Background: an optimization exercise with open tools, aiming at small area, a short achievable clock period and few clock cycles per item. Do not read the settings as production practice. RTL that was checked went through simulation tests only; none was proved equivalent to the original. For runs 1, 2, 6 and 7, only the layout was checked, not whether the RTL still works. Power figures rest on the tool's default switching activity, not on a simulated workload.

File: flow/design.v
`timescale 1ns / 1ps
module s_axi_lite #(
    parameter S_AXI_DATA_WIDTH  = 32,
    parameter S_AXI_ADDR_WIDTH  = 32,
    parameter S_AXI_MEM_DEPTH   = 8
)
(
    input                               s_axi_clk,
    input                               s_axi_resetn,
    input                               s_axi_awvalid,
    input      [S_AXI_ADDR_WIDTH-1:0]   s_axi_awaddr,
    output                              s_axi_awready,
    input                               s_axi_wvalid,
    input      [S_AXI_DATA_WIDTH-1:0]   s_axi_wdata,
    input      [S_AXI_DATA_WIDTH/8-1:0] s_axi_wstrb,
    output                              s_axi_wready,
    input                               s_axi_bready,
    output      [1:0]                   s_axi_bresp,
    output                              s_axi_bvalid,
    input                               s_axi_arvalid,
    input      [S_AXI_ADDR_WIDTH-1:0]   s_axi_araddr,
    output                              s_axi_arready,
    input                               s_axi_rready,
    output     [S_AXI_DATA_WIDTH-1:0]   s_axi_rdata,
    output      [1:0]                   s_axi_rresp,
    output                              s_axi_rvalid
);
reg                        bvalid;
reg                        berr;
reg                        rvalid;
reg                        rerr;
reg [S_AXI_DATA_WIDTH-1:0] rdata;
reg [S_AXI_DATA_WIDTH-1:0] slv_mem [0:S_AXI_MEM_DEPTH-1];
integer i, j;
wire b_free  = ~bvalid | s_axi_bready;
wire r_free  = ~rvalid | s_axi_rready;
wire wr      = s_axi_awvalid & s_axi_wvalid & b_free;
wire rd      = s_axi_arvalid & r_free;
wire aw_err  = (s_axi_awaddr >> 2) >= S_AXI_MEM_DEPTH;
wire ar_err  = (s_axi_araddr >> 2) >= S_AXI_MEM_DEPTH;
wire [$clog2(S_AXI_MEM_DEPTH)-1:0] aw_idx = s_axi_awaddr[2 +: $clog2(S_AXI_MEM_DEPTH)];
wire [$clog2(S_AXI_MEM_DEPTH)-1:0] ar_idx = s_axi_araddr[2 +: $clog2(S_AXI_MEM_DEPTH)];
assign s_axi_awready = s_axi_wvalid  & b_free;
assign s_axi_wready  = s_axi_awvalid & b_free;
assign s_axi_bvalid  = bvalid;
assign s_axi_bresp   = {berr, 1'b0};
assign s_axi_arready = r_free;
assign s_axi_rvalid  = rvalid;
assign s_axi_rdata   = rdata;
assign s_axi_rresp   = {rerr, 1'b0};
always @(posedge s_axi_clk) begin
    if (!s_axi_resetn) begin
        bvalid <= 1'b0;
    end else if (wr) begin
        bvalid <= 1'b1;
        berr   <= aw_err;
    end else if (s_axi_bready) begin
        bvalid <= 1'b0;
    end
end
always @(posedge s_axi_clk) begin
    if (!s_axi_resetn) begin
        rvalid <= 1'b0;
    end else if (rd) begin
        rvalid <= 1'b1;
        rerr   <= ar_err;
        rdata  <= ar_err ? {S_AXI_DATA_WIDTH{1'b0}} : slv_mem[ar_idx];
    end else if (s_axi_rready) begin
        rvalid <= 1'b0;
    end
end
wire [S_AXI_DATA_WIDTH-1:0] wd = s_axi_wdata & {S_AXI_DATA_WIDTH{s_axi_resetn}};
reg  [S_AXI_DATA_WIDTH/8-1:0] ben [0:S_AXI_MEM_DEPTH-1];
always @(*) begin
    for (i = 0; i < S_AXI_MEM_DEPTH; i = i + 1)
        for (j = 0; j < S_AXI_DATA_WIDTH/8; j = j + 1)
            ben[i][j] = ~s_axi_resetn | (wr & ~aw_err & (aw_idx == i) & s_axi_wstrb[j]);
end
always @(posedge s_axi_clk) begin
    for (i = 0; i < S_AXI_MEM_DEPTH; i = i + 1)
        for (j = 0; j < S_AXI_DATA_WIDTH/8; j = j + 1)
            if (ben[i][j])
                slv_mem[i][8*j +: 8] <= wd[8*j +: 8];
end
endmodule
`timescale 1ns / 1ps
module top_module#(
    parameter S_AXI_DATA_WIDTH  = 32,
    parameter S_AXI_ADDR_WIDTH  = 32,
    parameter S_AXI_MEM_DEPTH   = 8  
)(
    input                               s_axi_clk,
    input                               s_axi_resetn,
    input                               s_axi_awvalid,
    input      [S_AXI_ADDR_WIDTH-1:0]   s_axi_awaddr,
    output                              s_axi_awready,
    input                               s_axi_wvalid,
    input      [S_AXI_DATA_WIDTH-1:0]   s_axi_wdata,
    input      [S_AXI_DATA_WIDTH/8-1:0] s_axi_wstrb,
    output                              s_axi_wready,
    input                               s_axi_bready,
    output      [1:0]                   s_axi_bresp,
    output                              s_axi_bvalid,
    input                               s_axi_arvalid,
    input      [S_AXI_ADDR_WIDTH-1:0]   s_axi_araddr,
    output                              s_axi_arready,
    input                               s_axi_rready,
    output     [S_AXI_DATA_WIDTH-1:0]   s_axi_rdata,
    output      [1:0]                   s_axi_rresp,
    output                              s_axi_rvalid
    );
    s_axi_lite #(
    .S_AXI_ADDR_WIDTH(S_AXI_ADDR_WIDTH),
    .S_AXI_DATA_WIDTH(S_AXI_DATA_WIDTH),
    .S_AXI_MEM_DEPTH(S_AXI_MEM_DEPTH)
     )Slave(
    .s_axi_clk(s_axi_clk),
    .s_axi_resetn(s_axi_resetn),
    .s_axi_awvalid(s_axi_awvalid),
    .s_axi_awaddr(s_axi_awaddr),
    .s_axi_awready(s_axi_awready),
    .s_axi_wvalid(s_axi_wvalid),
    .s_axi_wdata(s_axi_wdata),
    .s_axi_wstrb(s_axi_wstrb),
    .s_axi_wready(s_axi_wready),
    .s_axi_bready(s_axi_bready),
    .s_axi_bvalid(s_axi_bvalid),
    .s_axi_bresp(s_axi_bresp),
    .s_axi_arvalid(s_axi_arvalid),
    .s_axi_arready(s_axi_arready),
    .s_axi_araddr(s_axi_araddr),
    .s_axi_rready(s_axi_rready),
    .s_axi_rvalid(s_axi_rvalid),
    .s_axi_rdata(s_axi_rdata),
    .s_axi_rresp(s_axi_rresp)
    );
endmodule
File: flow/config.mk
export PLATFORM = sky130hd
export DESIGN_NAME = top_module
export DESIGN_NICKNAME = top_module
export VERILOG_FILES = /design/flow/design.v
export SDC_FILE = /design/flow/constraint.sdc
export NUM_CORES = 4
export LEC_CHECK = 0
export CAP_MARGIN = 20
export CORE_MARGIN = 2
export CORE_UTILIZATION = 60
export SETUP_SLACK_MARGIN = 1.8
export SLEW_MARGIN = 20
File: flow/standard.sh
#!/bin/bash
# synth_recipe.tcl (not shown) runs the flow's synth.tcl, then flattens the netlist and writes it again
# the make line also repeats each setting of config.mk as NAME=value (left out here)
make -C /OpenROAD-flow-scripts/flow DESIGN_CONFIG=/design/flow/config.mk WORK_HOME=/design/flow/orfs CLKGATE_MAP_FILE= SYNTH_SCRIPT=/design/flow/synth_recipe.tcl "${@:-finish}"
File: flow/flow/run.sh
#!/bin/bash
set -euo pipefail
export BUFFER_PORTS_ARGS="-buffer_cell sky130_fd_sc_hd__buf_1"
export CTS_ARGS="-sink_clustering_enable -repair_clock_nets -sink_clustering_size 20 -sink_clustering_max_diameter 60 -buf_list sky130_fd_sc_hd__clkbuf_8 -dont_use_dummy_load"
bash standard.sh > standard.log 2>&1
File: flow/constraint.sdc
create_clock -name core_clock -period 4.0 [get_ports {s_axi_clk}]
set_input_delay 0.8000 -clock core_clock [delete_from_list [all_inputs] [get_ports {s_axi_clk}]]
set_output_delay 0.8000 -clock core_clock [all_outputs]
set_load 0.01 [all_outputs]
==> impl_metrics.csv, run 1 <==
group,metric,value,unit
cells_and_area,antenna_cells,0,
drt,drc_errors,0,
drt,wl_met1,10.4,mm
setup_path,reg2reg_depth,5,
global_route,gr-total-overflow,0,
setup_path,critPathCaptureType,"register",
flow_run,cap_violations,0,
clock_tree,ctsRootBufferMaster,"clkbuf_8",
placed_design,hpwlAfterDp,14.6,mm
min_path,hold_path.class,"in -> reg",
floorplan,ioPinCount,148,
drt,antenna_left,0,
clock_tree,htreeDepth,1,
setup_path,cp_max_fo,16,
sta,finalSetupViolations,0,
floorplan,initial_core_util,61.0,%
sta,slew_viol_final,0,
sta,setup_slack,1850,ps
min_path,worstHoldEndpoint,"Slave.rvalid$_SDFFE_PN0P_",
setup_path,reg2reg_from,"Slave.bvalid$_SDFFE_PN0P_",
sta,relSlewSlack,41.1,%
sta,hold_slack,528,ps
global_route,grt_pass1_wl,37.7,mm
clock_tree,postCtsHoldBufs,0,
drt,met3_length,1.45,mm
clock_tree,cts_num_sinks,292,
sta,fin_crit_sh,53.8,%
drt,viasPerCell,6.05,
sta,rsz0062_at_grt,"false",
synthesis,synth_cell_type_count,32,
sta,min_period,2150,ps
setup_path,start_kind,"input pin",
global_route,antenna_found_initial,1,
cells_and_area,area_delta_synth_final,12.1,%
sta,finalHoldViolCount,0,
global_route,grt_usage,24.2,%
synthesis,netlist_area,0.0119,mm2
global_route,grt_max_degree,79,
setup_path,required,4190,ps
clock_tree,cts_buffers,18,
clock_tree,clock_path_buffers,3,
synthesis,ys_ff_latch,292,
cells_and_area,nNetsFinal,1025,
synthesis,netlist_instances,796,
drt,finalWirelength,25.0,mm
synthesis,synth_warnings,3,
status,status,"complete, no violations",
cells_and_area,drive_gt1_share,9.39,%
drt,vias,7145,
clock_tree,insertion_delay,540,ps
min_path,hold_path_depth,3,
placed_design,place_congestion,0.733,
floorplan,die-area,0.0209,mm2
min_path,holdCritStartpoint,"s_axi_arvalid",
clock_tree,clk_pin_slew,110,ps
drt,firstDrtPassIters,4,
global_route,grt_pass1_vias,7058,
setup_path,r2r-end,"Slave.slv_mem[2][27]$_DFFE_PP_",
placed_design,io_buffers,141,
power,pwr_density_cell,406,mW/mm2
sta,tns,0,ps
floorplan,die_w,145,um
sta,fmax,0.464,GHz
power,p_leak,4.40,nW
floorplan,die_y,145,um
floorplan,core-area,0.0195,mm2
cells_and_area,fin_util,68.4,%
synthesis,ys_seq_area_share,73.7,%
clock_tree,tritoncts,"built",
placed_design,preCtsSetupSlack,803,ps
sta,skew,37.7,ps
drt,met2_length,12.8,mm
synthesis,syn_area_per_cell,14.9,um2
setup_path,worstSetupPathType,"in -> reg",
power,fin_total_pwr,5.41,mW
power,ir_drop,0.318,mV
drt,top_layer_used,"met5",
drt,drt-initial-drc-count,603,
sta,tightest_slew,883,ps
setup_path,r2r_setup_slack,2200,ps
drt,wl_per_cell,21.2,um
floorplan,rows,51,
setup_path,arrival,2350,ps
## kinds of logic (layout without fill, tap and decap cells)
family,Yosys count,in the layout,synth area share (%)
other cells,1,2,0.0316
buf+inv,96,215,3.59
flops,292,292,73.7
compound gates,162,162,9.91
mux,32,32,2.70
simple gates,213,213,10.0
## per-layer routing
metal | up-vias | global-route usage (%)
li1 | 3303 | -
met1 | 3584 | 31.5
met2 | 227 | 43.7
met3 | 29 | 3.31
met4 | 2 | 5.47
met5 | - | 0
## report_power, final
| group | internal [mW] | switching (mW) |
|---|---|---|
| sequential | 3.61 | 0.0577 |
| clock | 0.410 | 0.832 |
| combinational | 0.177 | 0.320 |
## layout make-up
cell class / instances / area, um2
fillers: 1359 / 6160
clock buffers: 18 / 248
multi-input cells: 409 / 3070
well taps: 265 / 332
repair buffers: 164 / 782
inverters: 33 / 124
flip-flops and latches: 292 / 8750
## layout by cell type, fill, tap and decap left out, drive strengths merged, types with 11 or more instances in the layout
cell type	count
a22o	32
clkbuf	22
o21ai	64
edfxtp	290
buf	160
a221oi	64
nor4	11
nand3	37
inv	33
mux2i	32
nand2	13
and2	35
nand2b	34
nor3	34
nor2	34
## flip-flops by register name, summed over array words and instances, names as in the netlist
register and count:
Slave.slv_mem 256, Slave.rdata 32, Slave.berr 1, Slave.bvalid 1, Slave.rerr 1, Slave.rvalid 1
## what timing repair did
action                     in CTS  in global routing
setup endpoints to repair     318                  3
pin swaps                      16                  0
setup buffers                  11                  0
resized for setup              18                  1
## worst max-delay path: stages
cell	delay, ps
buf_1	70
or4_4	560
nor2_8	160
nand4_4	110
buf_12	200
o21ai_4	410
## Yosys cell counts (all sizes together)
library cell | n | share of area (%)
nor4b | 1 | 0.074
a221oi | 64 | 4.7
nand3 | 37 | 1.6
nand4 | 3 | 0.41
nor4 | 11 | 0.58
and2 | 35 | 1.8
edfxtp | 290 | 73
and3 | 1 | 0.053
or3 | 1 | 0.053
conb | 1 | 0.032
nand2 | 13 | 0.41
dfxtp | 2 | 0.34
and4 | 2 | 0.15
clkbuf | 36 | 1.1
and2b | 1 | 0.063
a22o | 32 | 2.4
a21boi | 2 | 0.13
nor2b | 4 | 0.21
nand2b | 34 | 1.8
or4 | 2 | 0.19
o21ai | 64 | 2.7
mux2i | 32 | 2.7
inv | 33 | 1.0
nor2 | 34 | 1.2
nor3 | 34 | 1.4
buf | 27 | 1.4
## worst max path at each step
stage | start | end | depth (start not counted)
2_1_floorplan | s_axi_awaddr[24] | Slave.slv_mem[3][0]$_DFFE_PP_ | 5
3_3_place_gp | s_axi_awaddr[24] | Slave.slv_mem[7][27]$_DFFE_PP_ | 5
3_5_place_dp | s_axi_awaddr[24] | Slave.slv_mem[7][28]$_DFFE_PP_ | 5
4_1_cts | s_axi_bready | s_axi_awready | 4
5_1_grt | s_axi_awaddr[11] | Slave.slv_mem[2][17]$_DFFE_PP_ | 6
6_report | s_axi_awaddr[24] | Slave.slv_mem[2][27]$_DFFE_PP_ | 6
## through the flow
stage	std cells	instance area, um2
after floorplan	797	12200
after global placement	1152	12800
after detailed placement	1152	12800
after CTS	1181	13300
after global routing	1181	13300
final	1181	13300
==> inputs of run 2 (changes only) <==
==> flow/flow/run.sh (replaced) <==
#!/bin/bash
set -euo pipefail
export BUFFER_PORTS_ARGS="-buffer_cell sky130_fd_sc_hd__buf_1"

bash standard.sh > standard.log 2>&1
--- a/flow/config.mk
+++ b/flow/config.mk
@@ -7,6 +7,6 @@
 export LEC_CHECK = 0
-export CAP_MARGIN = 20
+export CAP_MARGIN = 0
 export CORE_MARGIN = 2
-export CORE_UTILIZATION = 60
+export CORE_UTILIZATION = 40
 export SETUP_SLACK_MARGIN = 1.8
-export SLEW_MARGIN = 20
+export SLEW_MARGIN = 0
==> run 2 against run 1 <==
Still clean on timing, DRC and antenna. Die area up 48%. Clock power increased by 110%. Global-route usage shrank 7.3 points. Combinational power up 5.0%. Flip-flop and latch count unchanged.
==> impl_metrics.csv, run 2 <==
group,metric,value,unit
min_path,hold_path.class,"in -> reg",
floorplan,rows,63,
cells_and_area,layout_commonest_cell,"edfxtp_1",
synthesis,synthArstFlopShare,0,%
sta,tightest_slew,893,ps
synthesis,syn_area_per_cell,14.9,um2
cells_and_area,top_regs,"Slave.slv_mem (256), Slave.rdata (32)",
floorplan,die_w,176,um
drt,viasPerCell,5.29,
clock_tree,insertion_delay,550,ps
floorplan,ioPinCount,148,
setup_path,startpoint,"s_axi_bready",
cells_and_area,register_area,0.00875,mm2
synthesis,ys_seq_area_share,73.7,%
floorplan,core-area,0.0294,mm2
drt,vias,7156,
placed_design,io_buffers,141,
floorplan,initial_core_util,40.4,%
power,ir_drop,0.244,mV
synthesis,netlist_area,0.0119,mm2
global_route,grt_pass1_wl,40.3,mm
min_path,holdCritStartpoint,"s_axi_arvalid",
placed_design,place_congestion,0.694,
setup_path,required,3200,ps
global_route,grt_usage,17.0,%
global_route,antenna_found_initial,6,
setup_path,worstSetupPathType,"in -> out",
clock_tree,cts_num_sinks,292,
clock_tree,postCtsHoldBufs,0,
clock_tree,clk_pin_slew,60,ps
sta,setup_slack,1860,ps
synthesis,synth_warnings,3,
synthesis,ys_top_cells_by_count,"edfxtp_1 (290), a221oi_1 (64), o21ai_0 (44), nand3_1 (37), clkbuf_1 (36)",
sta,fin_crit_sh,53.4,%
synthesis,synth.most_common_cell,"edfxtp_1",
clock_tree,clock_path_buffers,3,
synthesis,netlist_instances,796,
sta,relSlewSlack,40.5,%
synthesis,synth-edff-count,290,
drt,wl_per_cell,19.6,um
power,fin_total_pwr,6.81,mW
floorplan,die-area,0.0311,mm2
drt,firstDrtPassIters,4,
synthesis,ys_ff_latch,292,
cells_and_area,multi_input_area,0.00307,mm2
synthesis,yosysTopAreaCell,"edfxtp_1",
status,status,"complete, no violations",
floorplan,die_y,176,um
cells_and_area,fillCellCount,2509,
drt,drc_errors,0,
cells_and_area,regMostFlops,"Slave.slv_mem",
cells_and_area,drive_gt1_share,12.1,%
clock_tree,cts_buffers,29,
clock_tree,tritoncts,"built",
sta,finalHoldViolCount,0,
sta,fmax,0.468,GHz
cells_and_area,area_delta_synth_final,20.5,%
setup_path,critPathCaptureType,"primary output",
drt,antenna_left,0,
global_route,grt_pass1_vias,6991,
setup_path,cp_max_fo,4,
sta,rsz0062_at_grt,"false",
synthesis,synth_cell_type_count,32,
cells_and_area,final_cell_mix,"edfxtp_1 (290), buf_1 (137), a221oi_1 (64)",
cells_and_area,nNetsFinal,1045,
sta,min_period,2140,ps
global_route,gr-total-overflow,0,
sta,hold_slack,493,ps
sta,finalSetupViolations,0,
setup_path,start_kind,"input pin",
power,pwr_density_cell,477,mW/mm2
setup_path,arrival,1340,ps
sta,tns,0,ps
cells_and_area,stdcell_count,1353,
synthesis,ys_top_cells_by_area,"edfxtp_1 (73%), a221oi_1 (4.7%), mux2i_1 (2.7%)",
clock_tree,ctsRootBufferMaster,"clkbuf_16",
sta,slew_viol_final,0,
power,p_leak,4.80,nW
placed_design,hpwlAfterDp,15.2,mm
placed_design,placedCellCount,1279,
cells_and_area,largest_reg_flops,256,
placed_design,preCtsSetupSlack,826,ps
drt,drt-initial-drc-count,492,
flow_run,cap_violations,0,
global_route,grt_max_degree,121,
drt,finalWirelength,26.5,mm
synthesis,synth_top_area_share,73.4,%
sta,skew,10.4,ps
clock_tree,htreeDepth,1,
synthesis,synth_flop_cell,"edfxtp_1",
setup_path,reg2reg_from,"Slave.bvalid$_SDFFE_PN0P_",
[run 2: cell counts after synthesis]
Identical to the previous run, type by type.
[run 2: metal layers]
metal	routed length, um	part of all wire, %	track usage [%]
met5	39	0.15	0
met4	443	1.7	3.82
met3	1380	5.2	3.10
met2	12800	48	28.3
met1	11900	45	23.2
[run 2: critical path, stage by stage]
cell and delay (ps):
buf_1 70, nand2b_1 170, and2_1 170, buf_1 130
[run 2: area by class of cell]
| class | count | share of cell area (%) |
|---|---|---|
| antenna | 3 | 0.0525 |
| clock buffer | 34 | 5.21 |
| clock inverter | 19 | 1.14 |
| inverter | 33 | 0.867 |
| multi-input combinational | 409 | 21.5 |
| sequential | 292 | 61.2 |
| tap | 390 | 3.41 |
| timing repair buffer | 173 | 6.65 |
[run 2: report_power, final]
part	total, mW	internal, mW	switching, mW	leakage [nW]
registers	3.67	3.61	0.0526	2.78
clock network	2.62	1.51	1.11	0.446
logic	0.522	0.193	0.329	1.57
[run 2: kinds of logic (layout without fill, tap and decap cells)]
logic type	count (synthesis)	after routing	synth area share (%)
buf+inv	96	259	3.59
flops	292	292	73.7
other cells	1	5	0.0316
compound gates	162	162	9.91
simple gates	213	213	10.0
mux	32	32	2.70
[run 2: path summary, 6_finish.rpt]
path / slack, ps / cells after the start / end
worst max-delay path: 1860 / 4 / s_axi_wready
worst max register to register: 2230 / 5 / Slave.slv_mem[7][18]$_DFFE_PP_
worst min register to register: 540 / 2 / Slave.rvalid$_SDFFE_PN0P_
worst min-delay path: 490 / 3 / Slave.rvalid$_SDFFE_PN0P_
[run 2: through the flow]
stage | cell area (um2) | utilization [%]
finish | 14300 | 48.6
global route | 14300 | 48.6
CTS | 14200 | 48.5
detailed placement | 13000 | 44.2
global placement | 13000 | 44.2
floorplan | 12200 | -
[run 2: repair_timing]
action / in CTS / in global routing
endpoints found under the setup margin: 257 / 6
resized for setup: 13 / 2
pin swaps: 16 / 0
buffers inserted: 17 / 0
cloned: 0 / 1
==> inputs of run 3 (changes only) <==
--- a/flow/design.v
+++ b/flow/design.v
@@ -27,2 +27,6 @@
 );
+localparam IW = (S_AXI_MEM_DEPTH <= 2)  ? 1 : (S_AXI_MEM_DEPTH <= 4)   ? 2 :
+                (S_AXI_MEM_DEPTH <= 8)  ? 3 : (S_AXI_MEM_DEPTH <= 16)  ? 4 :
+                (S_AXI_MEM_DEPTH <= 32) ? 5 : (S_AXI_MEM_DEPTH <= 64)  ? 6 :
+                (S_AXI_MEM_DEPTH <= 128)? 7 : 8;
 reg                        bvalid;
@@ -40,4 +44,4 @@
 wire ar_err  = (s_axi_araddr >> 2) >= S_AXI_MEM_DEPTH;
-wire [$clog2(S_AXI_MEM_DEPTH)-1:0] aw_idx = s_axi_awaddr[2 +: $clog2(S_AXI_MEM_DEPTH)];
-wire [$clog2(S_AXI_MEM_DEPTH)-1:0] ar_idx = s_axi_araddr[2 +: $clog2(S_AXI_MEM_DEPTH)];
+wire [IW-1:0] aw_idx = s_axi_awaddr[2 +: IW];
+wire [IW-1:0] ar_idx = s_axi_araddr[2 +: IW];
 assign s_axi_awready = s_axi_wvalid  & b_free;
==> flow/flow/run.sh (replaced) <==
#!/bin/bash
# Standard ORFS flow with two changes: the port buffers are buf_1 cells, and
# the clock tree uses clkbuf_8 cells on sink clusters without dummy loads.
set -euo pipefail
export BUFFER_PORTS_ARGS="-buffer_cell sky130_fd_sc_hd__buf_1"
export CTS_ARGS="-sink_clustering_enable -repair_clock_nets -sink_clustering_size 16 -sink_clustering_max_diameter 50 -buf_list sky130_fd_sc_hd__clkbuf_8 -dont_use_dummy_load"
bash standard.sh > standard.log 2>&1
--- a/flow/config.mk
+++ b/flow/config.mk
@@ -7,3 +7,4 @@
 export LEC_CHECK = 0
-export CAP_MARGIN = 0
+export ABC_CLOCK_PERIOD_IN_PS = 10000
+export CAP_MARGIN = 20
 export CORE_MARGIN = 2
@@ -11,2 +12,2 @@
 export SETUP_SLACK_MARGIN = 1.8
-export SLEW_MARGIN = 0
+export SLEW_MARGIN = 20
==> run 3 against run 2 <==
Sequential share of layout area increased by 2.3 points. Largest power group unchanged. Total power decreased by 16%. Synthesized cell count unchanged. Area after synthesis unchanged. Sequential power about the same. Hold slack got worse by 63 ps. Highest routed layer unchanged. Critical endpoint is now Slave.rdata[2]$_SDFFCE_PP0P_. Register-to-register slack got worse by 70 ps. Routed wire length decreased by 0.64%. Global-route usage decreased by 0.078 points.
==> impl_metrics.csv, run 3 <==
group,metric,value,unit
floorplan,die_y,176,um
synthesis,synth-simple-area-share,10.0,%
synthesis,synthArstFlopShare,0,%
synthesis,synth-edff-count,290,
sta,finalHoldViolCount,0,
sta,finalSetupViolations,0,
clock_tree,postCtsHoldBufs,0,
min_path,holdCritStartpoint,"s_axi_arvalid",
sta,tightest_slew,889,ps
clock_tree,cts_buffers,29,
cells_and_area,area_delta_synth_final,16.1,%
cells_and_area,fillCellCount,2577,
setup_path,slowest_stage,"nor2b_2",
min_path,hold_path.class,"in -> reg",
cells_and_area,regMostFlops,"Slave.slv_mem",
setup_path,r2r_setup_slack,2160,ps
sta,skew,66.2,ps
clock_tree,clock_path_buffers,3,
setup_path,reg2reg_from,"Slave.bvalid$_SDFFE_PN0P_",
global_route,antenna_found_initial,5,
clock_tree,htreeDepth,1,
status,status,"complete, no violations",
synthesis,netlist_area,0.0119,mm2
synthesis,synthAdderAreaFrac,0,%
clock_tree,ctsRootBufferMaster,"clkbuf_8",
sta,setup_slack,1830,ps
global_route,gr-total-overflow,0,
setup_path,required,4350,ps
drt,vias,7109,
cells_and_area,multi_input_area,0.00306,mm2
synthesis,synth.most_common_cell,"edfxtp_1",
clock_tree,tritoncts,"built",
synthesis,ys_seq_area_share,73.7,%
sta,fmax,0.461,GHz
drt,viasPerCell,5.33,
setup_path,r2r-end,"Slave.slv_mem[4][23]$_DFFE_PP_",
setup_path,path_cells,"clkbuf_4 > nor2b_2 > buf_4 > a22o_1 > a221oi_1 > nor3_1",
synthesis,synth_top_family_by_area,"simple AND/OR/NAND/NOR gates",
setup_path,arrival,2520,ps
cells_and_area,final_cell_mix,"edfxtp_1 (290), buf_1 (136), a221oi_1 (64)",
power,p_leak,4.56,nW
synthesis,muxShareOfSynthArea,2.70,%
synthesis,ys_top_cells_by_area,"edfxtp_1 (73%), a221oi_1 (4.7%), mux2i_1 (2.7%)",
floorplan,core-area,0.0294,mm2
placed_design,io_buffers,141,
sta,tns,0,ps
drt,firstDrtPassIters,4,
synthesis,yosysTopAreaCell,"edfxtp_1",
sta,hold_slack,431,ps
power,ir_drop,0.219,mV
global_route,grt_pass1_wl,40.1,mm
setup_path,cp_max_fo,13,
min_path,hold_path_depth,3,
synthesis,ys_ff_latch,292,
drt,drc_errors,0,
synthesis,syn_area_per_cell,14.9,um2
placed_design,preCtsSetupSlack,826,ps
min_path,worstHoldEndpoint,"Slave.rvalid$_SDFFE_PN0P_",
cells_and_area,layout_commonest_cell,"edfxtp_1",
drt,antenna_left,0,
cells_and_area,largest_reg_flops,256,
setup_path,critPathCaptureType,"register",
drt,wl_per_cell,19.7,um
cells_and_area,top_regs,"Slave.slv_mem (256), Slave.rdata (32)",
synthesis,synth_flop_cell,"edfxtp_1",
drt,finalWirelength,26.3,mm
placed_design,place_congestion,0.694,
setup_path,worstSetupPathType,"in -> reg",
synthesis,synth_warnings,3,
setup_path,start_kind,"input pin",
sta,slew_viol_final,0,
cells_and_area,register_area,0.00875,mm2
floorplan,die-area,0.0311,mm2
floorplan,ioPinCount,148,
flow_run,cap_violations,0,
floorplan,die_w,176,um
synthesis,synth_top_area_share,73.4,%
sta,relSlewSlack,40.7,%
sta,min_period,2170,ps
sta,fin_crit_sh,54.2,%
global_route,grt_pass1_vias,6958,
sta,rsz0062_at_grt,"false",
power,pwr_density_cell,417,mW/mm2
clock_tree,cts_num_sinks,292,
clock_tree,clk_pin_slew,90,ps
global_route,grt_usage,16.9,%
setup_path,reg2reg_depth,5,
floorplan,initial_core_util,40.4,%
drt,drt-initial-drc-count,502,
floorplan,rows,63,
placed_design,hpwlAfterDp,15.2,mm
synthesis,netlist_instances,796,
cells_and_area,drive_gt1_share,11.6,%
synthesis,ys_top_cells_by_count,"edfxtp_1 (290), a221oi_1 (64), o21ai_0 (44), nand3_1 (37), clkbuf_1 (36)",
global_route,grt_max_degree,121,
cells_and_area,nNetsFinal,1048,
synthesis,synth_compound_area_share,9.91,%
synthesis,synth_cell_type_count,32,
setup_path,cpPeakStageDelay,580,ps
synthesis,synthXorXnorAreaFrac,0,%
clock_tree,insertion_delay,590,ps
power,fin_total_pwr,5.74,mW
[run 3: cell types whose count changed in the layout (fill, tap and decap cells not counted), moves of 2 or more]
| cell | before | now |
|---|---|---|
| clkbuf_8 | 1 | 29 |
| buf_12 | 10 | 8 |
| clkinv_1 | 8 | 0 |
| bufinv_16 | 3 | 0 |
| clkinv_2 | 7 | 0 |
| clkbuf_1 | 5 | 0 |
| buf_4 | 20 | 25 |
| clkbuf_16 | 30 | 1 |
[run 3: cell type report]
class,count,share of cell area [%]
flip-flops and latches,292,63.5
multi-input cells,409,22.2
repair buffers,176,6.87
well taps,390,3.54
clock buffers,29,2.90
inverters,33,0.899
diodes,4,0.0726
[run 3: what timing repair did]
action	CTS	global route
pin swaps	13	0
cloned	0	1
resized for setup	12	4
buffers inserted	19	1
endpoints found under the setup margin	256	12
[run 3: how the worst max path moves through the flow]
| stage | slack, ps | start | to | cells after the start |
|---|---|---|---|---|
| after detailed placement | 830 | s_axi_awaddr[24] | Slave.slv_mem[7][21]$_DFFE_PP_ | 5 |
| after global routing | 1800 | Slave.bvalid$_SDFFE_PN0P_ | s_axi_wready | 3 |
| after floorplan | 1530 | s_axi_awaddr[24] | Slave.slv_mem[3][0]$_DFFE_PP_ | 5 |
| final | 1830 | s_axi_araddr[2] | Slave.rdata[2]$_SDFFCE_PP0P_ | 6 |
| after global placement | 850 | s_axi_awaddr[24] | Slave.slv_mem[7][28]$_DFFE_PP_ | 5 |
| after CTS | 1840 | Slave.bvalid$_SDFFE_PN0P_ | s_axi_wready | 3 |
[run 3: worst max-delay path, delay by kind of cell]
kind / cells / cell delay [ps]
and+or+nand+nor: 2 / 920
buffers and inverters: 2 / 550
AOI/OAI and AO/OA: 2 / 230
[run 3: through the flow]
stage | utilization, % | instances | area (um2)
3_3_place_gp | 44.2 | 1279 | 13000
4_1_cts | 46.7 | 1327 | 13700
5_1_grt | 46.8 | 1330 | 13800
3_5_place_dp | 44.2 | 1279 | 13000
6_report | 46.9 | 1333 | 13800
2_1_floorplan | - | 797 | 12200
[run 3: kinds of logic (layout without fill, tap and decap cells)]
logic type | count (synthesis) | in the layout
buf+inv | 96 | 238
mux | 32 | 32
compound gates | 162 | 162
other cells | 1 | 6
flops | 292 | 292
simple gates | 213 | 213
[run 3: where the power goes]
group	leakage (nW)	total, mW	internal (mW)	switching [mW]
sequential	2.78	3.66	3.61	0.0527
clock	0.209	1.56	0.642	0.919
combinational	1.57	0.520	0.191	0.328
[run 3: routing by layer]
layer	vias up	global-route usage (%)	share of wire (%)
met1	3525	23.1	44
met3	44	3.01	5.5
li1	3349	-	-
met2	187	27.9	48
met4	4	4.58	2.4
met5	-	0	0.087
Testbench counts of run 3, summed over its fixed seeds: cycles 16,950, ops 24,000.
==> inputs of run 4 (changes only) <==
--- a/flow/config.mk
+++ b/flow/config.mk
@@ -7,3 +7,3 @@
 export LEC_CHECK = 0
-export ABC_CLOCK_PERIOD_IN_PS = 10000
+export ABC_CLOCK_PERIOD_IN_PS = 1500
 export CAP_MARGIN = 20
==> run 4 against run 3 <==
Largest power group unchanged. Maximum frequency unchanged. Combinational power about the same. Largest cell class unchanged. Non-clock buffer count unchanged. Still clean on timing, DRC and antenna. Via count unchanged. Routed wire length unchanged. Die area unchanged. Clock skew unchanged. Setup slack unchanged. Register-to-register slack about the same. Highest routed layer unchanged. Utilization unchanged. Final cell count unchanged.
==> impl_metrics.csv, run 4 <==
group,metric,value,unit
drt,firstDrtPassIters,4,
synthesis,synth_warnings,3,
global_route,grt_usage,16.9,%
setup_path,required,4350,ps
placed_design,hpwlAfterDp,15.2,mm
power,ir_drop,0.219,mV
placed_design,dpl_cell_area,0.0130,mm2
sta,finalHoldViolCount,0,
cells_and_area,area_delta_synth_final,16.1,%
drt,wl_per_cell,19.7,um
synthesis,netlist_instances,796,
floorplan,initial_core_util,40.4,%
setup_path,slowest_stage,"nor2b_2",
synthesis,ys_top_cells_by_count,"edfxtp_1 (290), a221oi_1 (64), o21ai_0 (44), nand3_1 (37), clkbuf_1 (36)",
min_path,holdCritStartpoint,"s_axi_arvalid",
setup_path,reg2reg_from,"Slave.bvalid$_SDFFE_PN0P_",
sta,finalSetupViolations,0,
cells_and_area,layout_commonest_cell,"edfxtp_1",
setup_path,path_cells,"clkbuf_4 > nor2b_2 > buf_4 > a22o_1 > a221oi_1 > nor3_1",
sta,rsz0062_at_grt,"false",
clock_tree,cts_num_sinks,292,
synthesis,ys_ff_latch,292,
drt,drc_errors,0,
cells_and_area,register_area,0.00875,mm2
floorplan,die_y,176,um
power,p_leak,4.56,nW
power,pwr_density_cell,417,mW/mm2
floorplan,rows,63,
cells_and_area,multi_input_area,0.00306,mm2
synthesis,netlist_area,0.0119,mm2
synthesis,ys_top_cells_by_area,"edfxtp_1 (73%), a221oi_1 (4.7%), mux2i_1 (2.7%)",
synthesis,synth_flop_cell,"edfxtp_1",
status,status,"complete, no violations",
cells_and_area,largest_reg_flops,256,
global_route,grt_pass1_wl,40.1,mm
sta,fmax,0.461,GHz
global_route,grt_max_degree,121,
sta,skew,66.2,ps
setup_path,start_kind,"input pin",
cells_and_area,fin_area,0.0138,mm2
cells_and_area,final_cell_mix,"edfxtp_1 (290), buf_1 (136), a221oi_1 (64)",
sta,tns,0,ps
sta,hold_slack,431,ps
global_route,grt_pass1_vias,6958,
clock_tree,ctsRootBufferMaster,"clkbuf_8",
setup_path,r2r_setup_slack,2160,ps
clock_tree,insertion_delay,590,ps
sta,slew_viol_final,0,
setup_path,critPathCaptureType,"register",
synthesis,synth-edff-count,290,
cells_and_area,fillCellCount,2577,
sta,fin_crit_sh,54.2,%
drt,drt-initial-drc-count,502,
cells_and_area,nNetsFinal,1048,
power,fin_total_pwr,5.74,mW
floorplan,die_w,176,um
drt,finalWirelength,26.3,mm
setup_path,r2r-end,"Slave.slv_mem[4][23]$_DFFE_PP_",
placed_design,placedCellCount,1279,
floorplan,ioPinCount,148,
synthesis,synth.most_common_cell,"edfxtp_1",
drt,vias,7109,
sta,min_period,2170,ps
cells_and_area,drive_gt1_share,11.6,%
setup_path,cp_max_fo,13,
synthesis,syn_area_per_cell,14.9,um2
flow_run,cap_violations,0,
synthesis,yosysTopAreaCell,"edfxtp_1",
sta,tightest_slew,889,ps
placed_design,io_buffers,141,
placed_design,preCtsSetupSlack,826,ps
min_path,hold_path_depth,3,
floorplan,die-area,0.0311,mm2
synthesis,synth_cell_type_count,32,
clock_tree,htreeDepth,1,
synthesis,ys_seq_area_share,73.7,%
cells_and_area,fin_util,46.9,%
synthesis,synth_top_area_share,73.4,%
cells_and_area,top_regs,"Slave.slv_mem (256), Slave.rdata (32)",
min_path,hold_path.class,"in -> reg",
clock_tree,clock_path_buffers,3,
setup_path,arrival,2520,ps
drt,antenna_left,0,
floorplan,core-area,0.0294,mm2
clock_tree,postCtsHoldBufs,0,
setup_path,worstSetupPathType,"in -> reg",
min_path,worstHoldEndpoint,"Slave.rvalid$_SDFFE_PN0P_",
setup_path,cpPeakStageDelay,580,ps
drt,viasPerCell,5.33,
sta,setup_slack,1830,ps
global_route,gr-total-overflow,0,
clock_tree,clk_pin_slew,90,ps
clock_tree,tritoncts,"built",
synthesis,synthArstFlopShare,0,%
clock_tree,cts_buffers,29,
global_route,antenna_found_initial,5,
setup_path,reg2reg_depth,5,
sta,relSlewSlack,40.7,%
cells_and_area,stdcell_count,1333,
cells_and_area,regMostFlops,"Slave.slv_mem",
placed_design,place_congestion,0.694,
## run 4: cell counts after synthesis
No cell type changed its count.
## run 4: cell type report
class | count | share of cell area (%)
well taps | 390 | 3.54
inverters | 33 | 0.899
clock buffers | 29 | 2.90
repair buffers | 176 | 6.87
flip-flops and latches | 292 | 63.5
multi-input cells | 409 | 22.2
diodes | 4 | 0.0726
## run 4: per-layer routing
layer  vias up  global-route usage, %  part of all wire, %
met2       187                   27.9                   48
met5         -                      0                0.087
met3        44                   3.01                  5.5
met4         4                   4.58                  2.4
met1      3525                   23.1                   44
li1       3349                      -                    -
## run 4: what timing repair did
action,4_1_cts,5_1_grt
cloned,0,1
setup endpoints to repair,256,12
gates resized for setup,12,4
pin swaps,13,0
setup buffers,19,1
## run 4: worst max-delay path by stage
stage	startpoint	to	cells after the start
floorplan	s_axi_awaddr[24]	Slave.slv_mem[3][0]$_DFFE_PP_	5
global placement	s_axi_awaddr[24]	Slave.slv_mem[7][28]$_DFFE_PP_	5
detailed placement	s_axi_awaddr[24]	Slave.slv_mem[7][21]$_DFFE_PP_	5
CTS	Slave.bvalid$_SDFFE_PN0P_	s_axi_wready	3
global route	Slave.bvalid$_SDFFE_PN0P_	s_axi_wready	3
finish	s_axi_araddr[2]	Slave.rdata[2]$_SDFFCE_PP0P_	6
## run 4: worst max-delay path: cells and delay by family
kind,cells,cell delay [ps]
buffers and inverters,2,550
AND/OR/NAND/NOR,2,920
AO/OA/AOI/OAI,2,230
## run 4: logic make-up (layout without fill, tap and decap cells)
| family | count (synthesis) | count (layout) | synth area share [%] |
|---|---|---|---|
| flip-flops | 292 | 292 | 73.7 |
| AND/OR/NAND/NOR | 213 | 213 | 10.0 |
| AO/OA/AOI/OAI | 162 | 162 | 9.91 |
| buffers and inverters | 96 | 238 | 3.59 |
| multiplexers | 32 | 32 | 2.70 |
| other | 1 | 6 | 0.0316 |
## run 4: where the power goes
group	internal, mW	total [mW]	switching, mW	leakage, nW
Clock	0.642	1.56	0.919	0.209
Combinational	0.191	0.520	0.328	1.57
Sequential	3.61	3.66	0.0527	2.78
==> inputs of run 5 (changes only) <==
--- a/flow/config.mk
+++ b/flow/config.mk
@@ -7,3 +7,2 @@
 export LEC_CHECK = 0
-export ABC_CLOCK_PERIOD_IN_PS = 1500
 export CAP_MARGIN = 20
==> run 5 against run 4 <==
Clock power is essentially flat. Hold slack is the same. Critical endpoint unchanged. Non-clock buffer count is the same.
==> impl_metrics.csv, run 5 <==
group,metric,value,unit
floorplan,die_w,176,um
clock_tree,tritoncts,"built",
synthesis,syn_area_per_cell,14.9,um2
power,internal-power,4.44,mW
sta,tightest_slew,889,ps
synthesis,ys_top_cells_by_count,"edfxtp_1 (290), a221oi_1 (64), o21ai_0 (44), nand3_1 (37), clkbuf_1 (36)",
synthesis,netlist_instances,796,
sta,finalHoldViolCount,0,
synthesis,synth_top_area_share,73.4,%
placed_design,io_buffers,141,
floorplan,die_y,176,um
setup_path,reg2reg_from,"Slave.bvalid$_SDFFE_PN0P_",
cells_and_area,drive_gt1_share,11.6,%
drt,antenna_left,0,
drt,drc_errors,0,
power,power.share.clock,27.2,%
synthesis,synth_cell_type_count,32,
floorplan,rows,63,
cells_and_area,area_delta_synth_final,16.1,%
cells_and_area,fin_area,0.0138,mm2
cells_and_area,regMostFlops,"Slave.slv_mem",
drt,finalWirelength,26.3,mm
global_route,grt_pass1_vias,6958,
setup_path,r2r-end,"Slave.slv_mem[4][23]$_DFFE_PP_",
clock_tree,cts_num_sinks,292,
power,netSwitchingPower,1.30,mW
drt,wl_per_cell,19.7,um
sta,min_period,2170,ps
flow_run,cap_violations,0,
min_path,worstHoldEndpoint,"Slave.rvalid$_SDFFE_PN0P_",
cells_and_area,nNetsFinal,1048,
drt,vias,7109,
drt,drt-initial-drc-count,502,
synthesis,synth_flop_cell,"edfxtp_1",
sta,relSlewSlack,40.7,%
synthesis,ys_ff_latch,292,
setup_path,reg2reg_depth,5,
setup_path,worstSetupPathType,"in -> reg",
clock_tree,ctsRootBufferMaster,"clkbuf_8",
synthesis,yosysTopAreaCell,"edfxtp_1",
global_route,antenna_found_initial,5,
setup_path,required,4350,ps
sta,hold_slack,431,ps
min_path,hold_path_depth,3,
synthesis,ys_seq_area_share,73.7,%
sta,fmax,0.461,GHz
sta,fin_crit_sh,54.2,%
power,pwr-share-comb,9.0,%
sta,skew,66.2,ps
global_route,grt_max_degree,121,
sta,rsz0062_at_grt,"false",
floorplan,die-area,0.0311,mm2
floorplan,core-area,0.0294,mm2
synthesis,netlist_area,0.0119,mm2
placed_design,dpl_cell_area,0.0130,mm2
placed_design,hpwlAfterDp,15.2,mm
synthesis,synth.most_common_cell,"edfxtp_1",
synthesis,ys_top_cells_by_area,"edfxtp_1 (73%), a221oi_1 (4.7%), mux2i_1 (2.7%)",
cells_and_area,fillCellCount,2577,
power,p_leak,4.56,nW
sta,tns,0,ps
clock_tree,htreeDepth,1,
power,p_seq_share,63.8,%
drt,viasPerCell,5.33,
sta,finalSetupViolations,0,
clock_tree,clock_path_buffers,3,
global_route,gr-total-overflow,0,
synthesis,synthArstFlopShare,0,%
min_path,holdCritStartpoint,"s_axi_arvalid",
setup_path,cp_max_fo,13,
setup_path,critPathCaptureType,"register",
global_route,grt_usage,16.9,%
clock_tree,postCtsHoldBufs,0,
cells_and_area,top_regs,"Slave.slv_mem (256), Slave.rdata (32)",
cells_and_area,largest_reg_flops,256,
global_route,grt_pass1_wl,40.1,mm
status,status,"complete, no violations",
clock_tree,cts_buffers,29,
synthesis,synth_warnings,3,
cells_and_area,layout_commonest_cell,"edfxtp_1",
sta,slew_viol_final,0,
synthesis,synth-edff-count,290,
power,pwr_density_cell,417,mW/mm2
placed_design,place_congestion,0.694,
power,switching_share,22.6,%
power,ir_drop,0.219,mV
setup_path,r2r_setup_slack,2160,ps
floorplan,initial_core_util,40.4,%
cells_and_area,final_cell_mix,"edfxtp_1 (290), buf_1 (136), a221oi_1 (64)",
floorplan,ioPinCount,148,
clock_tree,insertion_delay,590,ps
clock_tree,clk_pin_slew,90,ps
min_path,hold_path.class,"in -> reg",
drt,firstDrtPassIters,4,
setup_path,start_kind,"input pin",
cells_and_area,fin_util,46.9,%
setup_path,arrival,2520,ps
[run 5: cell counts in the layout (fill, tap and decap cells not counted)]
Identical to the previous run, type by type.
[run 5: final cells by class]
| class | instances | area, um2 | share of cell area (%) |
|---|---|---|---|
| inverters | 33 | 124 | 0.899 |
| diodes | 4 | 10.0 | 0.0726 |
| flip-flops and latches | 292 | 8750 | 63.5 |
| repair buffers | 176 | 947 | 6.87 |
| clock buffers | 29 | 399 | 2.90 |
| well taps | 390 | 488 | 3.54 |
| multi-input cells | 409 | 3060 | 22.2 |
[run 5: worst max path at each step]
stage,startpoint,end,slack (ps),cells past startpoint
floorplan,s_axi_awaddr[24],Slave.slv_mem[3][0]$_DFFE_PP_,1530,5
global placement,s_axi_awaddr[24],Slave.slv_mem[7][28]$_DFFE_PP_,850,5
detailed placement,s_axi_awaddr[24],Slave.slv_mem[7][21]$_DFFE_PP_,830,5
CTS,Slave.bvalid$_SDFFE_PN0P_,s_axi_wready,1840,3
global route,Slave.bvalid$_SDFFE_PN0P_,s_axi_wready,1800,3
finish,s_axi_araddr[2],Slave.rdata[2]$_SDFFCE_PP0P_,1830,6
[run 5: logic make-up (layout without fill, tap and decap cells)]
kind of cell,Yosys count,count (layout),synth area share (%)
compound gates,162,162,9.91
flops,292,292,73.7
buf+inv,96,238,3.59
other cells,1,6,0.0316
mux,32,32,2.70
simple gates,213,213,10.0
[run 5: stage by stage]
step / setup WS, ps / power, mW / std cells
floorplan: 1530 / 4.04 / 797
CTS: 1840 / 5.80 / 1327
global route: 1800 / 5.98 / 1330
finish: 1830 / 5.74 / 1333
global placement: 846 / 4.21 / 1279
detailed placement: 826 / 4.22 / 1279
[run 5: metal layers]
metal | track usage (%) | wire length [um]
met5 | 0 | 23
met4 | 4.58 | 619
met3 | 3.01 | 1460
met2 | 27.9 | 12700
met1 | 23.1 | 11500
[run 5: timing repair]
| action | 4_1_cts | 5_1_grt |
|---|---|---|
| resized for setup | 12 | 4 |
| pin swaps | 13 | 0 |
| setup endpoints to repair | 256 | 12 |
| setup buffers | 19 | 1 |
| gates cloned | 0 | 1 |
[run 5: power groups by stage]
| stage | Clock [mW] | Combinational [mW] | Sequential [mW] |
|---|---|---|---|
| after floorplan | 0 | 0.315 | 3.73 |
| after global placement | 0 | 0.482 | 3.73 |
| after detailed placement | 0 | 0.489 | 3.73 |
| after CTS | 1.61 | 0.518 | 3.67 |
| after global routing | 1.72 | 0.580 | 3.69 |
| final | 1.56 | 0.520 | 3.66 |
[run 5: critical path: stages]
cell      delay (ps)
clkbuf_4         260
nor2b_2          580
buf_4            290
a22o_1           150
a221oi_1          80
nor3_1           340
==> inputs of run 6 (changes only) <==
--- a/flow/design.v
+++ b/flow/design.v
@@ -31,5 +31,6 @@
                 (S_AXI_MEM_DEPTH <= 128)? 7 : 8;
-reg                        bvalid;
+localparam NB = S_AXI_DATA_WIDTH/8;
+reg                        bvalid, bidle;    
 reg                        berr;
-reg                        rvalid;
+reg                        rvalid, ridle;    
 reg                        rerr;
@@ -38,4 +39,4 @@
 integer i, j;
-wire b_free  = ~bvalid | s_axi_bready;
-wire r_free  = ~rvalid | s_axi_rready;
+wire b_free  = bidle | s_axi_bready;
+wire r_free  = ridle | s_axi_rready;
 wire wr      = s_axi_awvalid & s_axi_wvalid & b_free;
@@ -57,4 +58,6 @@
         bvalid <= 1'b0;
+        bidle  <= 1'b1;
     end else if (wr) begin
         bvalid <= 1'b1;
+        bidle  <= 1'b0;
         berr   <= aw_err;
@@ -62,3 +65,13 @@
         bvalid <= 1'b0;
+        bidle  <= 1'b1;
     end
+end
+reg [S_AXI_MEM_DEPTH-1:0]  rsel;
+reg [S_AXI_DATA_WIDTH-1:0] rmux;
+always @(*) begin
+    for (i = 0; i < S_AXI_MEM_DEPTH; i = i + 1)
+        rsel[i] = ~ar_err & (ar_idx == i);
+    rmux = {S_AXI_DATA_WIDTH{1'b0}};
+    for (i = 0; i < S_AXI_MEM_DEPTH; i = i + 1)
+        rmux = rmux | (slv_mem[i] & {S_AXI_DATA_WIDTH{rsel[i]}});
 end
@@ -67,8 +80,11 @@
         rvalid <= 1'b0;
+        ridle  <= 1'b1;
     end else if (rd) begin
         rvalid <= 1'b1;
+        ridle  <= 1'b0;
         rerr   <= ar_err;
-        rdata  <= ar_err ? {S_AXI_DATA_WIDTH{1'b0}} : slv_mem[ar_idx];
+        rdata  <= rmux;
     end else if (s_axi_rready) begin
         rvalid <= 1'b0;
+        ridle  <= 1'b1;
     end
@@ -76,6 +92,6 @@
 wire [S_AXI_DATA_WIDTH-1:0] wd = s_axi_wdata & {S_AXI_DATA_WIDTH{s_axi_resetn}};
-reg  [S_AXI_DATA_WIDTH/8-1:0] ben [0:S_AXI_MEM_DEPTH-1];
+reg  [NB-1:0] ben [0:S_AXI_MEM_DEPTH-1];
 always @(*) begin
     for (i = 0; i < S_AXI_MEM_DEPTH; i = i + 1)
-        for (j = 0; j < S_AXI_DATA_WIDTH/8; j = j + 1)
+        for (j = 0; j < NB; j = j + 1)
             ben[i][j] = ~s_axi_resetn | (wr & ~aw_err & (aw_idx == i) & s_axi_wstrb[j]);
@@ -84,3 +100,3 @@
     for (i = 0; i < S_AXI_MEM_DEPTH; i = i + 1)
-        for (j = 0; j < S_AXI_DATA_WIDTH/8; j = j + 1)
+        for (j = 0; j < NB; j = j + 1)
             if (ben[i][j])
==> run 6 against run 5 <==
Still clean on timing, DRC and antenna. Register-to-register slack lost 130 ps. Area after synthesis grew 6.7%. Die area grew 6.5%. Cell area grew 8.2%. Clock-buffer cell count is the same. Clock power is essentially flat. Flip-flop and latch count grew 2.
==> impl_metrics.csv, run 6 <==
group,metric,value,unit
status,status,"complete, no violations",
setup_path,worstSetupPathType,"in -> reg",
power,pwr_density_cell,392,mW/mm2
setup_path,r2r_setup_slack,2030,ps
synthesis,yosysTopAreaCell,"edfxtp_1",
floorplan,die_w,182,um
setup_path,reg2reg_from,"Slave.bidle$_SDFFE_PN1P_",
power,ir_drop,0.220,mV
min_path,holdCritStartpoint,"s_axi_arvalid",
synthesis,netlist_area,0.0127,mm2
sta,finalSetupViolations,0,
cells_and_area,drive_gt1_share,21.2,%
synthesis,syn_area_per_cell,16.5,um2
synthesis,netlist_instances,765,
drt,vias,6996,
global_route,antenna_found_initial,0,
synthesis,synth_warnings,3,
flow_run,cap_violations,0,
setup_path,required,4200,ps
synthesis,ys_seq_area_share,69.4,%
floorplan,die-area,0.0331,mm2
sta,fmax,0.464,GHz
synthesis,synthArstFlopShare,0,%
synthesis,synth.most_common_cell,"edfxtp_1",
synthesis,synth_cell_type_count,36,
floorplan,rows,65,
drt,firstDrtPassIters,4,
cells_and_area,multi_input_area,0.00399,mm2
cells_and_area,nNetsFinal,1046,
global_route,grt_usage,16.0,%
sta,tns,0,ps
sta,tightest_slew,992,ps
clock_tree,htreeDepth,1,
sta,fin_crit_sh,53.9,%
placed_design,io_buffers,141,
cells_and_area,area_delta_synth_final,17.8,%
synthesis,ys_top_cells_by_count,"edfxtp_1 (290), nand2_1 (78), mux2i_1 (64), nand2b_1 (64), and2_1 (34)",
sta,rsz0062_at_grt,"false",
setup_path,cp_max_fo,33,
clock_tree,tritoncts,"built",
global_route,grt_pass1_vias,7003,
sta,skew,28.8,ps
power,fin_total_pwr,5.84,mW
cells_and_area,top_regs,"Slave.slv_mem (256), Slave.rdata (32)",
drt,viasPerCell,5.22,
floorplan,ioPinCount,148,
clock_tree,cts_num_sinks,294,
synthesis,ys_ff_latch,294,
cells_and_area,layout_commonest_cell,"edfxtp_1",
floorplan,core-area,0.0314,mm2
drt,drc_errors,0,
min_path,hold_path_depth,2,
floorplan,initial_core_util,40.3,%
synthesis,synth_top_area_share,68.8,%
sta,min_period,2160,ps
clock_tree,cts_buffers,29,
cells_and_area,final_cell_mix,"edfxtp_1 (290), buf_1 (137), nand2_1 (78)",
setup_path,start_kind,"input pin",
clock_tree,clk_pin_slew,90,ps
floorplan,die_y,182,um
setup_path,r2r-end,"Slave.slv_mem[0][19]$_DFFE_PP_",
setup_path,reg2reg_depth,4,
global_route,gr-total-overflow,0,
cells_and_area,antenna_cells,0,
drt,antenna_left,0,
drt,wl_per_cell,19.6,um
sta,finalHoldViolCount,0,
cells_and_area,regMostFlops,"Slave.slv_mem",
placed_design,place_congestion,0.716,
drt,drt-initial-drc-count,429,
sta,slew_viol_final,0,
clock_tree,clock_path_buffers,3,
drt,finalWirelength,26.3,mm
setup_path,cpPeakStageDelay,640,ps
global_route,grt_max_degree,130,
min_path,hold_path.class,"in -> reg",
setup_path,slowest_stage,"o31ai_4",
synthesis,synth_flop_cell,"edfxtp_1",
cells_and_area,largest_reg_flops,256,
sta,relSlewSlack,33.9,%
min_path,worstHoldEndpoint,"Slave.ridle$_SDFFE_PN1P_",
cells_and_area,fillCellCount,2701,
synthesis,synth-edff-count,290,
setup_path,critPathCaptureType,"register",
placed_design,hpwlAfterDp,16.0,mm
setup_path,arrival,2350,ps
setup_path,path_cells,"buf_1 > nor4_4 > nand4_1 > buf_4 > o31ai_4",
clock_tree,ctsRootBufferMaster,"clkbuf_8",
cells_and_area,register_area,0.00879,mm2
synthesis,ys_top_cells_by_area,"edfxtp_1 (69%), mux4_2 (5.7%), mux2i_1 (5.1%)",
global_route,grt_pass1_wl,40.5,mm
clock_tree,insertion_delay,570,ps
power,p_leak,4.75,nW
## run 6: logic make-up (layout without fill, tap and decap cells)
logic type / after synthesis / after routing / synth area share (%)
other cells: 1 / 2 / 0.0296
buf+inv: 60 / 231 / 2.81
simple gates: 213 / 213 / 9.10
mux: 96 / 96 / 10.8
compound gates: 101 / 101 / 7.87
flops: 294 / 294 / 69.4
## run 6: layer usage
metal	part of all wire, %	global-route usage [%]	vias to the layer above	wire, um
met5	0	0	-	0
met4	1.5	3.81	0	404
met3	4.7	2.51	33	1230
met2	50	27.6	153	13300
met1	43	21.3	3521	11400
li1	-	-	3289	-
## run 6: where the power goes
| group | internal (mW) | switching, mW |
|---|---|---|
| Combinational | 0.259 | 0.335 |
| Clock | 0.643 | 0.912 |
| Sequential | 3.63 | 0.0532 |
## run 6: critical path, delay by kind of cell
family                 cells  cell delay (ps)
AND/OR/NAND/NOR            2              400
AO/OA/AOI/OAI              1              640
buffers and inverters      2              460
## run 6: how the worst max path moves through the flow
stage	startpoint	to	depth (start not counted)
global route	s_axi_awaddr[6]	Slave.slv_mem[0][19]$_DFFE_PP_	5
finish	s_axi_awaddr[6]	Slave.slv_mem[0][19]$_DFFE_PP_	5
floorplan	s_axi_awaddr[23]	Slave.slv_mem[2][10]$_DFFE_PP_	4
CTS	s_axi_awaddr[6]	Slave.slv_mem[2][6]$_DFFE_PP_	5
global placement	s_axi_awaddr[24]	Slave.slv_mem[4][28]$_DFFE_PP_	4
detailed placement	s_axi_awaddr[24]	Slave.slv_mem[7][7]$_DFFE_PP_	4
## run 6: stage by stage
step / utilization, % / instances / setup WS [ps] / area [um2] / hold WS, ps
2_1_floorplan: - / 766 / 1570 / 13200 / 471
5_1_grt: 47.5 / 1339 / 1800 / 14900 / 405
3_3_place_gp: 44.6 / 1269 / 931 / 14000 / 441
3_5_place_dp: 44.6 / 1269 / 886 / 14000 / 449
4_1_cts: 46.7 / 1320 / 1800 / 14700 / 403
6_report: 47.5 / 1339 / 1840 / 14900 / 446
## run 6: cell type report
| cell class | instances | share of cell area [%] |
|---|---|---|
| Inverter | 1 | 0.0252 |
| Clock buffer | 29 | 2.68 |
| Timing Repair Buffer | 201 | 8.16 |
| Tap cell | 402 | 3.38 |
| Multi-Input combinational cell | 412 | 26.8 |
| Sequential cell | 294 | 59.0 |
## run 6: what timing repair did
| item | 4_1_cts | 5_1_grt |
|---|---|---|
| resized for setup | 1 | 2 |
| hold buffers | 0 | 0 |
| pin swaps | 12 | 15 |
| setup buffers | 22 | 19 |
| endpoints found under the setup margin | 154 | 111 |
==> inputs of run 7 (changes only) <==
--- a/flow/config.mk
+++ b/flow/config.mk
@@ -7,2 +7,3 @@
 export LEC_CHECK = 0
+export ABC_CLOCK_PERIOD_IN_PS = 10000
 export CAP_MARGIN = 20
==> run 7 against run 6 <==
Largest cell class unchanged. Flip-flop and latch count stayed put. Setup slack unchanged. Via count unchanged. Clock skew unchanged. Total power unchanged. Critical path type unchanged.
==> impl_metrics.csv, run 7 <==
group,metric,value,unit
status,status,"complete, no violations",
floorplan,ioPinCount,148,
synthesis,synth_warnings,3,
synthesis,netlist_instances,765,
drt,vias,6996,
synthesis,synthXorXnorAreaFrac,0,%
synthesis,synth_compound_area_share,7.87,%
setup_path,crit_buf_inv,2,
synthesis,synth-simple-area-share,9.10,%
synthesis,muxShareOfSynthArea,10.8,%
floorplan,die_y,182,um
drt,firstDrtPassIters,4,
floorplan,initial_core_util,40.3,%
clock_tree,ctsRootBufferMaster,"clkbuf_8",
sta,rsz0062_at_grt,"false",
clock_tree,clk_pin_slew,90,ps
clock_tree,insertion_delay,570,ps
min_path,hold_path.class,"in -> reg",
synthesis,synth_top_family_by_area,"multiplexers",
clock_tree,tritoncts,"built",
setup_path,critPathCaptureType,"register",
cells_and_area,nNetsFinal,1046,
floorplan,die_w,182,um
setup_path,reg2reg_depth,4,
flow_run,cap_violations,0,
synthesis,netlist_area,0.0127,mm2
global_route,gr-total-overflow,0,
setup_path,crit_family,"compound AO/OA/AOI/OAI gates",
floorplan,core-area,0.0314,mm2
drt,antenna_left,0,
synthesis,synth_cell_type_count,36,
clock_tree,htreeDepth,1,
placed_design,io_buffers,141,
cells_and_area,largest_reg_flops,256,
synthesis,ys_top_cells_by_count,"edfxtp_1 (290), nand2_1 (78), mux2i_1 (64), nand2b_1 (64), and2_1 (34)",
clock_tree,cts_num_sinks,294,
drt,drc_errors,0,
synthesis,synthArstFlopShare,0,%
sta,slew_viol_final,0,
sta,hold_slack,446,ps
power,ir_drop,0.220,mV
setup_path,cpPeakStageDelay,640,ps
cells_and_area,final_cell_mix,"edfxtp_1 (290), buf_1 (137), nand2_1 (78)",
placed_design,preCtsSetupSlack,886,ps
sta,min_period,2160,ps
synthesis,synth_top_area_share,68.8,%
sta,tns,0,ps
synthesis,synth.most_common_cell,"edfxtp_1",
synthesis,ys_top_cells_by_area,"edfxtp_1 (69%), mux4_2 (5.7%), mux2i_1 (5.1%)",
cells_and_area,layout_commonest_cell,"edfxtp_1",
power,fin_total_pwr,5.84,mW
cells_and_area,top_regs,"Slave.slv_mem (256), Slave.rdata (32)",
sta,fmax,0.464,GHz
setup_path,slowest_stage,"o31ai_4",
sta,skew,28.8,ps
floorplan,die-area,0.0331,mm2
setup_path,cp.depth,5,
setup_path,path_cells,"buf_1 > nor4_4 > nand4_1 > buf_4 > o31ai_4",
synthesis,yosysTopAreaCell,"edfxtp_1",
drt,wl_per_cell,19.6,um
sta,fin_crit_sh,53.9,%
power,p_leak,4.75,nW
min_path,hold_path_depth,2,
drt,viasPerCell,5.22,
clock_tree,clock_path_buffers,3,
placed_design,hpwlAfterDp,16.0,mm
placed_design,place_congestion,0.716,
clock_tree,postCtsHoldBufs,0,
sta,tightest_slew,992,ps
cells_and_area,antenna_cells,0,
setup_path,arrival,2350,ps
synthesis,synth-edff-count,290,
global_route,grt_max_degree,130,
floorplan,rows,65,
setup_path,worstSetupPathType,"in -> reg",
power,pwr_density_cell,392,mW/mm2
drt,finalWirelength,26.3,mm
global_route,grt_pass1_vias,7003,
sta,setup_slack,1840,ps
setup_path,start_kind,"input pin",
cells_and_area,area_delta_synth_final,17.8,%
synthesis,synthAdderAreaFrac,0,%
clock_tree,cts_buffers,29,
sta,finalSetupViolations,0,
cells_and_area,regMostFlops,"Slave.slv_mem",
drt,drt-initial-drc-count,429,
setup_path,cp_max_fo,33,
global_route,antenna_found_initial,0,
synthesis,ys_seq_area_share,69.4,%
global_route,grt_usage,16.0,%
synthesis,synth_flop_cell,"edfxtp_1",
cells_and_area,drive_gt1_share,21.2,%
global_route,grt_pass1_wl,40.5,mm
synthesis,ys_ff_latch,294,
setup_path,required,4200,ps
sta,finalHoldViolCount,0,
synthesis,syn_area_per_cell,16.5,um2
sta,relSlewSlack,33.9,%
run 7: cell counts in the layout (fill, tap and decap cells not counted):
No cell type changed its count.
run 7: power breakdown:
group	switching, mW	leakage [nW]	total [mW]	internal [mW]
registers	0.0532	2.79	3.69	3.63
logic	0.335	1.76	0.594	0.259
clock network	0.912	0.209	1.55	0.643
total	1.30	4.75	5.84	4.54
run 7: final cells by class:
| cell class | instances | area, um2 |
|---|---|---|
| tap | 402 | 503 |
| timing repair buffer | 201 | 1220 |
| fill | 2701 | 16500 |
| clock buffer | 29 | 399 |
| inverter | 1 | 3.75 |
| multi-input combinational | 412 | 3990 |
| sequential | 294 | 8790 |
run 7: cell families after synthesis:
group                  after synthesis
AOI/OAI and AO/OA                  101
buffers and inverters               60
DFF                                294
muxes                               96
other                                1
and+or+nand+nor                    213
run 7: through the flow:
stage	area (um2)	utilization (%)	instances
after floorplan	13200	-	766
after global placement	14000	44.6	1269
after detailed placement	14000	44.6	1269
after CTS	14700	46.7	1320
after global routing	14900	47.5	1339
final	14900	47.5	1339
run 7: routing by layer:
| layer | GRT usage (%) | share of wire, % | vias up |
|---|---|---|---|
| met5 | 0 | 0 | - |
| met4 | 3.81 | 1.5 | 0 |
| met3 | 2.51 | 4.7 | 33 |
| met2 | 27.6 | 50 | 153 |
| met1 | 21.3 | 43 | 3521 |
| li1 | - | - | 3289 |
run 7: final timing paths:
| path | from | to | slack, ps |
|---|---|---|---|
| worst max-delay path | s_axi_awaddr[6] | Slave.slv_mem[0][19]$_DFFE_PP_ | 1840 |
| worst min register to register | Slave.rvalid$_SDFFE_PN0P_ | Slave.rvalid$_SDFFE_PN0P_ | 460 |
| worst max register to register | Slave.bidle$_SDFFE_PN1P_ | Slave.slv_mem[0][19]$_DFFE_PP_ | 2030 |
| worst min-delay path | s_axi_arvalid | Slave.ridle$_SDFFE_PN1P_ | 450 |
run 7: repair_timing:
item / CTS / global route
setup endpoints to repair: 154 / 111
gates resized for setup: 1 / 2
pin swaps: 12 / 15
setup buffers: 22 / 19
run 7: worst reg2reg max path: stages (launching register included):
cell     delay, ps
dfxtp_1        350
o211a_1        300
nand4_4        120
buf_4          300
o31ai_4        540

==> separate check: timing with driven ports <==
The results above use ideal ports. As a check the final layouts listed here were re-extracted and re-timed, cells and wires unchanged.
Step 1 assumes that a clkbuf_16 drives the clock port and a buf_2 every other input.
Step 2, shift: input delay + t, output delay - t, t = (earliest + latest rising clock arrival at the registers) / 2. This alone moves slack from input paths to output paths.
Three values: ideal ports, drivers, drivers and shift; two values: the first two.
| run | t, ns | setup slack, ns | clock arrival spread, ns |
|---|---|---|---|
| run 1 | 0.568 | 1.846 / 1.839 / 1.301 | 0.038 / 0.039 |
| run 2 | 0.586 | 1.864 / 1.844 / 1.315 | 0.014 / 0.014 |
| run 3 | 0.609 | 1.833 / 1.826 / 1.229 | 0.070 / 0.069 |
| run 4 | 0.609 | 1.833 / 1.826 / 1.229 | 0.070 / 0.069 |
| run 5 | 0.609 | 1.833 / 1.826 / 1.229 | 0.070 / 0.069 |
| run 6 | 0.596 | 1.844 / 1.865 / 1.269 | 0.034 / 0.034 |
| run 7 | 0.596 | 1.844 / 1.865 / 1.269 | 0.034 / 0.034 |
After both steps every run listed still meets setup and hold.
